This is an optimization exercise on Yosys and OpenROAD, whose aim is small area, a short achievable clock period and few clock cycles per item, not a production implementation. Only simulation tests tie the RTL to the original design; equivalence was not proved.

==> 11-03: inputs <==
==> flow/design.v (excerpt) <==
module decoder_3nrm_mld_final_v3 (
    input wire clk,
    input wire rst_n,
    input wire start,
    input wire [63:0] residues_in,
    output reg [15:0] data_out,
    output reg valid,
    output reg uncorrectable
);
function automatic [24:0] rca(input [23:0] a, input [23:0] b, input ci);
  integer i; reg c;
  begin
    c = ci;
    for (i = 0; i < 24; i = i + 1) begin
      rca[i] = a[i] ^ b[i] ^ c;
      c = (a[i] & b[i]) | (a[i] & c) | (b[i] & c);
    end
    rca[24] = c;
  end
endfunction
function automatic [23:0] csa3(input [23:0] a, input [23:0] b, input [23:0] c);
  reg [24:0] t;
  begin
    t = rca(a ^ b ^ c, {((a & b) | (a & c) | (b & c)), 1'b0}, 1'b0);
    csa3 = t[23:0];
  end
endfunction
function automatic [23:0] csa4(input [23:0] a, input [23:0] b, input [23:0] c, input [23:0] d);
  reg [23:0] s, k;
  begin
    s = a ^ b ^ c; k = {((a & b) | (a & c) | (b & c)), 1'b0};
    csa4 = csa3(s, k, d);
  end
endfunction
function automatic [23:0] csa5(input [23:0] a, input [23:0] b, input [23:0] c, input [23:0] d, input [23:0] e);
  reg [23:0] s, k;
  begin
    s = a ^ b ^ c; k = {((a & b) | (a & c) | (b & c)), 1'b0};
    csa5 = csa4(s, k, d, e);
  end
endfunction
function automatic [23:0] csa6(input [23:0] a, input [23:0] b, input [23:0] c, input [23:0] d, input [23:0] e, input [23:0] f);
  reg [23:0] s1, k1, s2, k2;
  begin
    s1 = a ^ b ^ c; k1 = {((a & b) | (a & c) | (b & c)), 1'b0};
    s2 = d ^ e ^ f; k2 = {((d & e) | (d & f) | (e & f)), 1'b0};
    csa6 = csa4(s1, k1, s2, k2);
  end
endfunction
function automatic [23:0] csa7(input [23:0] a, input [23:0] b, input [23:0] c, input [23:0] d, input [23:0] e, input [23:0] f, input [23:0] g);
  ...
clock: 110.0 ns
lec_check: 0
abc_area: 1
abc_clock_period_in_ps: 20000
cap_margin: 20
core_margin: 2
core_utilization: 40
slew_margin: 20
synth_memory_max_bits: 65536
run.sh (not shown) runs the stock make flow with config.mk's settings and CLKGATE_MAP_FILE= SYNTH_SCRIPT=/design/flow/synth_recipe.tcl, a recipe that flattens the netlist after the stock synthesis.
==> 04-01 (differences from 11-03) <==
--- a/flow/design.v
+++ b/flow/design.v
@@ -67,34 +67,33 @@
   end
   reg busy;
   reg [4:0] g;        
   reg bf;             
   reg [4:0] bl;       
   reg bbig;           
-  reg bfl;            
   reg [17:0] xr;      
   reg [1:0] uc, pc, qc;
   always @* begin
     case (g)
-      5'd0: begin uc=2'd0; pc=2'd0; qc=2'd0; end
-      5'd1: begin uc=2'd2; pc=2'd2; qc=2'd2; end
-      5'd2: begin uc=2'd0; pc=2'd0; qc=2'd1; end
-      5'd3: begin uc=2'd0; pc=2'd1; qc=2'd1; end
-      5'd4: begin uc=2'd1; pc=2'd1; qc=2'd1; end
-      5'd5: begin uc=2'd0; pc=2'd0; qc=2'd2; end
-      5'd6: begin uc=2'd1; pc=2'd1; qc=2'd2; end
-      5'd7: begin uc=2'd0; pc=2'd2; qc=2'd2; end
+      5'd0: begin uc=2'd0; pc=2'd1; qc=2'd1; end
+      5'd1: begin uc=2'd0; pc=2'd0; qc=2'd2; end
+      5'd2: begin uc=2'd1; pc=2'd1; qc=2'd1; end
+      5'd3: begin uc=2'd0; pc=2'd0; qc=2'd0; end
+      5'd4: begin uc=2'd2; pc=2'd2; qc=2'd2; end
+      5'd5: begin uc=2'd0; pc=2'd2; qc=2'd2; end
+      5'd6: begin uc=2'd0; pc=2'd0; qc=2'd1; end
+      5'd7: begin uc=2'd0; pc=2'd1; qc=2'd2; end
       5'd8: begin uc=2'd1; pc=2'd2; qc=2'd2; end
-      5'd9: begin uc=2'd0; pc=2'd1; qc=2'd2; end
+      5'd9: begin uc=2'd1; pc=2'd1; qc=2'd2; end
       5'd10: begin uc=2'd0; pc=2'd0; qc=2'd3; end
       5'd11: begin uc=2'd0; pc=2'd1; qc=2'd3; end
       5'd12: begin uc=2'd0; pc=2'd2; qc=2'd3; end
       5'd13: begin uc=2'd0; pc=2'd3; qc=2'd3; end
       5'd14: begin uc=2'd1; pc=2'd1; qc=2'd3; end
-      5'd15: begin uc=2'd1; pc=2'd3; qc=2'd3; end
-      5'd16: begin uc=2'd1; pc=2'd2; qc=2'd3; end
+      5'd15: begin uc=2'd1; pc=2'd2; qc=2'd3; end
+      5'd16: begin uc=2'd1; pc=2'd3; qc=2'd3; end
       5'd17: begin uc=2'd2; pc=2'd2; qc=2'd3; end
       5'd18: begin uc=2'd2; pc=2'd3; qc=2'd3; end
       5'd19: begin uc=2'd3; pc=2'd3; qc=2'd3; end
       default: begin uc=2'd0; pc=2'd0; qc=2'd0; end
     endcase
   end
@@ -2294,21 +2293,13 @@
     2'd2: xt = {12'd0, W};
     default: xt = ~{12'd0, W};
   endcase
   wire [23:0] xsum = csa3({6'd0, xsh}, {17'd0, ru}, xt);
   wire [24:0] xwide = rca(xsum, 24'd0, uc == 2'd1 || uc == 2'd3);
   wire [17:0] xn = xwide[17:0];
-  wire [6:0] e1 = {1'b0, r1} - {1'b0, r0};
-  wire [5:0] b2 = e1[6] ? e1[5:0] - 6'd1 : e1[5:0];
-  wire [8:0] z0 = {2'b0, r0, 1'b0} + 9'd130 - {3'b0, r1} - {2'b0, r2} + {7'd0, e1[6], 1'b0};   
-  wire [8:0] z1 = (z0 >= 9'd195) ? z0 - 9'd195 : (z0 >= 9'd130) ? z0 - 9'd130 : (z0 >= 9'd65) ? z0 - 9'd65 : z0;
-  wire [5:0] zk = z1[6:1];
-  wire [6:0] b3 = z1[0] ? 7'd32 - {1'b0, zk} : (zk == 6'd0) ? 7'd0 : 7'd65 - {1'b0, zk};
-  wire [11:0] y012 = {b3[5:0], 6'd0} + {6'd0, b2} - {5'd0, b3};
-  wire [17:0] x012 = {y012, r0};
-  wire [17:0] X = (g == 5'd1) ? x012 : xr;
+  wire [17:0] X = xr;
   wire [8:0] mt;
   chk_all u_chk (.X(X), .r0(r0), .r1(r1), .r2(r2), .r3(r3), .r4(r4), .r5(r5), .r6(r6), .r7(r7), .r8(r8), .mt(mt));
   wire [2:0] ps1 = mt[2:0] ^ mt[5:3] ^ mt[8:6];
   wire [2:0] pk1 = (mt[2:0] & mt[5:3]) | (mt[2:0] & mt[8:6]) | (mt[5:3] & mt[8:6]);
   wire ones = ps1[0] ^ ps1[1] ^ ps1[2];
   wire onec = (ps1[0] & ps1[1]) | (ps1[0] & ps1[2]) | (ps1[1] & ps1[2]);
@@ -2319,117 +2310,62 @@
   wire dle2 = nm[3] | (nm[2] & nm[1] & nm[0]);    
   wire deq3 = ~nm[3] & nm[2] & nm[1] & ~nm[0];    
   wire big = X[17] | X[16];
   reg [4:0] lex;
   always @* begin
     case (g)
-      5'd1: lex=5'd0;
-      5'd2: lex=5'd16;
-      5'd3: lex=5'd1;
-      5'd4: lex=5'd4;
-      5'd5: lex=5'd10;
-      5'd6: lex=5'd2;
-      5'd7: lex=5'd11;
-      5'd8: lex=5'd7;
+      5'd1: lex=5'd4;
+      5'd2: lex=5'd2;
+      5'd3: lex=5'd10;
+      5'd4: lex=5'd0;
+      5'd5: lex=5'd16;
+      5'd6: lex=5'd7;
+      5'd7: lex=5'd1;
+      5'd8: lex=5'd5;
       5'd9: lex=5'd13;
-      5'd10: lex=5'd5;
+      5'd10: lex=5'd11;
       5'd11: lex=5'd3;
       5'd12: lex=5'd6;
       5'd13: lex=5'd8;
       5'd14: lex=5'd9;
       5'd15: lex=5'd12;
-      5'd16: lex=5'd15;
-      5'd17: lex=5'd14;
+      5'd16: lex=5'd14;
+      5'd17: lex=5'd15;
       5'd18: lex=5'd17;
       5'd19: lex=5'd18;
       5'd20: lex=5'd19;
       default: lex = 5'd0;
     endcase
   end
-  wire run = busy;
+  wire run = busy & (g != 5'd0);
   wire upd = deq3 && (!bf || !ge({19'd0, lex}, {19'd0, bl}));
   wire nbf = bf | upd;
   wire [4:0] nbl = upd ? lex : bl;
-  reg fl;
-  always @* begin
-    case (mt)
-      9'd63: fl = 1'b1;
-      9'd95: fl = 1'b1;
-      9'd159: fl = 1'b1;
-      9'd287: fl = 1'b1;
-      9'd111: fl = 1'b1;
-      9'd175: fl = 1'b1;
-      9'd303: fl = 1'b1;
-      9'd207: fl = 1'b1;
-      9'd335: fl = 1'b1;
-      9'd399: fl = 1'b1;
-      9'd119: fl = 1'b1;
-      9'd183: fl = 1'b1;
-      9'd311: fl = 1'b1;
-      9'd215: fl = 1'b1;
-      9'd343: fl = 1'b1;
-      9'd407: fl = 1'b1;
-      9'd231: fl = 1'b1;
-      9'd359: fl = 1'b1;
-      9'd423: fl = 1'b1;
-      9'd123: fl = 1'b1;
-      9'd187: fl = 1'b1;
-      9'd219: fl = 1'b1;
-      9'd125: fl = 1'b1;
-      9'd189: fl = 1'b1;
-      9'd221: fl = 1'b1;
-      9'd126: fl = 1'b1;
-      9'd190: fl = 1'b1;
-      9'd222: fl = 1'b1;
-      default: fl = 1'b0;
-    endcase
-  end
-  wire nbfl = upd ? fl : bfl;
   reg [4:0] nexit;
   always @* begin
-    case ({nbfl, nbl})
-      {1'b0,5'd0}: nexit = 5'd10;
-      {1'b0,5'd1}: nexit = 5'd10;
-      {1'b0,5'd2}: nexit = 5'd10;
-      {1'b0,5'd3}: nexit = 5'd11;
-      {1'b0,5'd4}: nexit = 5'd11;
-      {1'b0,5'd5}: nexit = 5'd11;
-      {1'b0,5'd6}: nexit = 5'd12;
-      {1'b0,5'd7}: nexit = 5'd12;
-      {1'b0,5'd8}: nexit = 5'd13;
-      {1'b0,5'd9}: nexit = 5'd14;
-      {1'b0,5'd10}: nexit = 5'd14;
-      {1'b0,5'd11}: nexit = 5'd14;
-      {1'b0,5'd12}: nexit = 5'd15;
-      {1'b0,5'd13}: nexit = 5'd15;
-      {1'b0,5'd14}: nexit = 5'd17;
-      {1'b0,5'd15}: nexit = 5'd17;
-      {1'b0,5'd16}: nexit = 5'd17;
-      {1'b0,5'd17}: nexit = 5'd18;
-      {1'b0,5'd18}: nexit = 5'd19;
-      {1'b0,5'd19}: nexit = 5'd20;
-      {1'b1,5'd0}: nexit = 5'd1;
-      {1'b1,5'd1}: nexit = 5'd3;
-      {1'b1,5'd2}: nexit = 5'd6;
-      {1'b1,5'd3}: nexit = 5'd11;
-      {1'b1,5'd4}: nexit = 5'd11;
-      {1'b1,5'd5}: nexit = 5'd11;
-      {1'b1,5'd6}: nexit = 5'd12;
-      {1'b1,5'd7}: nexit = 5'd12;
-      {1'b1,5'd8}: nexit = 5'd13;
-      {1'b1,5'd9}: nexit = 5'd14;
-      {1'b1,5'd10}: nexit = 5'd14;
-      {1'b1,5'd11}: nexit = 5'd14;
-      {1'b1,5'd12}: nexit = 5'd15;
-      {1'b1,5'd13}: nexit = 5'd15;
-      {1'b1,5'd14}: nexit = 5'd17;
-      {1'b1,5'd15}: nexit = 5'd17;
-      {1'b1,5'd16}: nexit = 5'd17;
-      {1'b1,5'd17}: nexit = 5'd18;
-      {1'b1,5'd18}: nexit = 5'd19;
-      {1'b1,5'd19}: nexit = 5'd20;
+    case (nbl)
+      5'd0: nexit = 5'd10;
+      5'd1: nexit = 5'd10;
+      5'd2: nexit = 5'd10;
+      5'd3: nexit = 5'd11;
+      5'd4: nexit = 5'd11;
+      5'd5: nexit = 5'd11;
+      5'd6: nexit = 5'd12;
+      5'd7: nexit = 5'd12;
+      5'd8: nexit = 5'd13;
+      5'd9: nexit = 5'd14;
+      5'd10: nexit = 5'd14;
+      5'd11: nexit = 5'd14;
+      5'd12: nexit = 5'd15;
+      5'd13: nexit = 5'd15;
+      5'd14: nexit = 5'd16;
+      5'd15: nexit = 5'd17;
+      5'd16: nexit = 5'd17;
+      5'd17: nexit = 5'd18;
+      5'd18: nexit = 5'd19;
+      5'd19: nexit = 5'd20;
       default: nexit = 5'd0;
     endcase
   end
   wire fin = run & (dle2 | (nbf & ge({19'd0, g}, {19'd0, nexit})) | (g == 5'd20));
   always @(posedge clk or negedge rst_n) begin
     if (!rst_n) begin
@@ -2439,17 +2375,17 @@
       busy <= busy ? !fin : start;
     end
   end
   wire [24:0] ginc = rca({19'd0, g}, 24'd0, 1'b1);
   always @(posedge clk) begin
     xr <= xn;
-    if (!busy) g <= 5'd1; else g <= ginc[4:0];
+    if (!busy | fin) g <= 5'd0; else g <= ginc[4:0];
     if (!run) begin
       bf <= 1'b0;
     end else begin
-      bf <= nbf; bl <= nbl; bfl <= nbfl;
+      bf <= nbf; bl <= nbl;
       if (dle2 | upd) begin data_out <= X[15:0]; bbig <= big; end
       if (fin) uncorrectable <= (dle2 | upd) ? big : bf ? bbig : 1'b1;
     end
   end
 endmodule
 module c64(input [17:0] X, input [5:0] r, output e); assign e = X[5:0] == r; endmodule
ABC_AREA = not set   (was 1)
==> comparison <==
- Between 11-03 and 04-01, the lower area after synthesis is in 04-01 (gap about 0.37%, measured against 04-01).
- 04-01 passed the timing, DRC and antenna checks. 11-03 completed without violations.
- Against 04-01, the setup slack of 11-03 is higher by 11 ps.
- Global-route usage: 11-03 is higher than 04-01 (2.0 points).
==> figures <==
| item | 11-03 | 04-01 |
|---|---|---|
| Outcome | no timing/DRC/antenna violations | no timing/DRC/antenna violations |
| Post-DR wirelength/cell | 19.4 microns | 20.7 microns |
| Sequential portion of the cell area | 9.26% | 9.44% |
| Synth Area in Compound Gates | 21.9% | 26.5% |
| Met2 wire length | 37.8 mm | 35.8 mm |
| Non-Clock Inverter Count | 690 | 368 |
| Launch instance of the worst register-to-register path | r1[0]$_DFF_P_ | uc[1]$_DFF_P_ |
| Worst path arrival time | 1280 ps | 1300 ps |
Testbench counts of 11-03, summed over its fixed seeds: cycles 2,836, items 480.
Testbench counts of 04-01, summed over its fixed seeds: cycles 3,459, items 480.

[afterwards: timing with drivers on the ports]
No port has a modelled driver above. Below, the same layouts with a new extraction and two added sets of constraints. Step 1 (the two cells are an assumption about what drives the block):
set clk [get_ports {clk}]
set_driving_cell -lib_cell sky130_fd_sc_hd__clkbuf_16 $clk
set_driving_cell -lib_cell sky130_fd_sc_hd__buf_2 [delete_from_list [all_inputs] $clk]
Step 2 times the ports against the registers' clock, not the clock port: input delays grow and output delays shrink by t, the midpoint of the rising clock arrivals with the driver on. Three values: ideal ports, drivers, drivers and shift; two values: the first two.
run	t (ns)	setup slack, ns	worst setup path at the end	latest minus earliest clock arrival (ns)
11-03	0.435	86.716 / 86.665 / 87.100	register to output	0.020 / 0.020
04-01	0.436	86.704 / 86.649 / 87.085	register to output	0.016 / 0.016
After both steps every run listed still meets setup and hold.
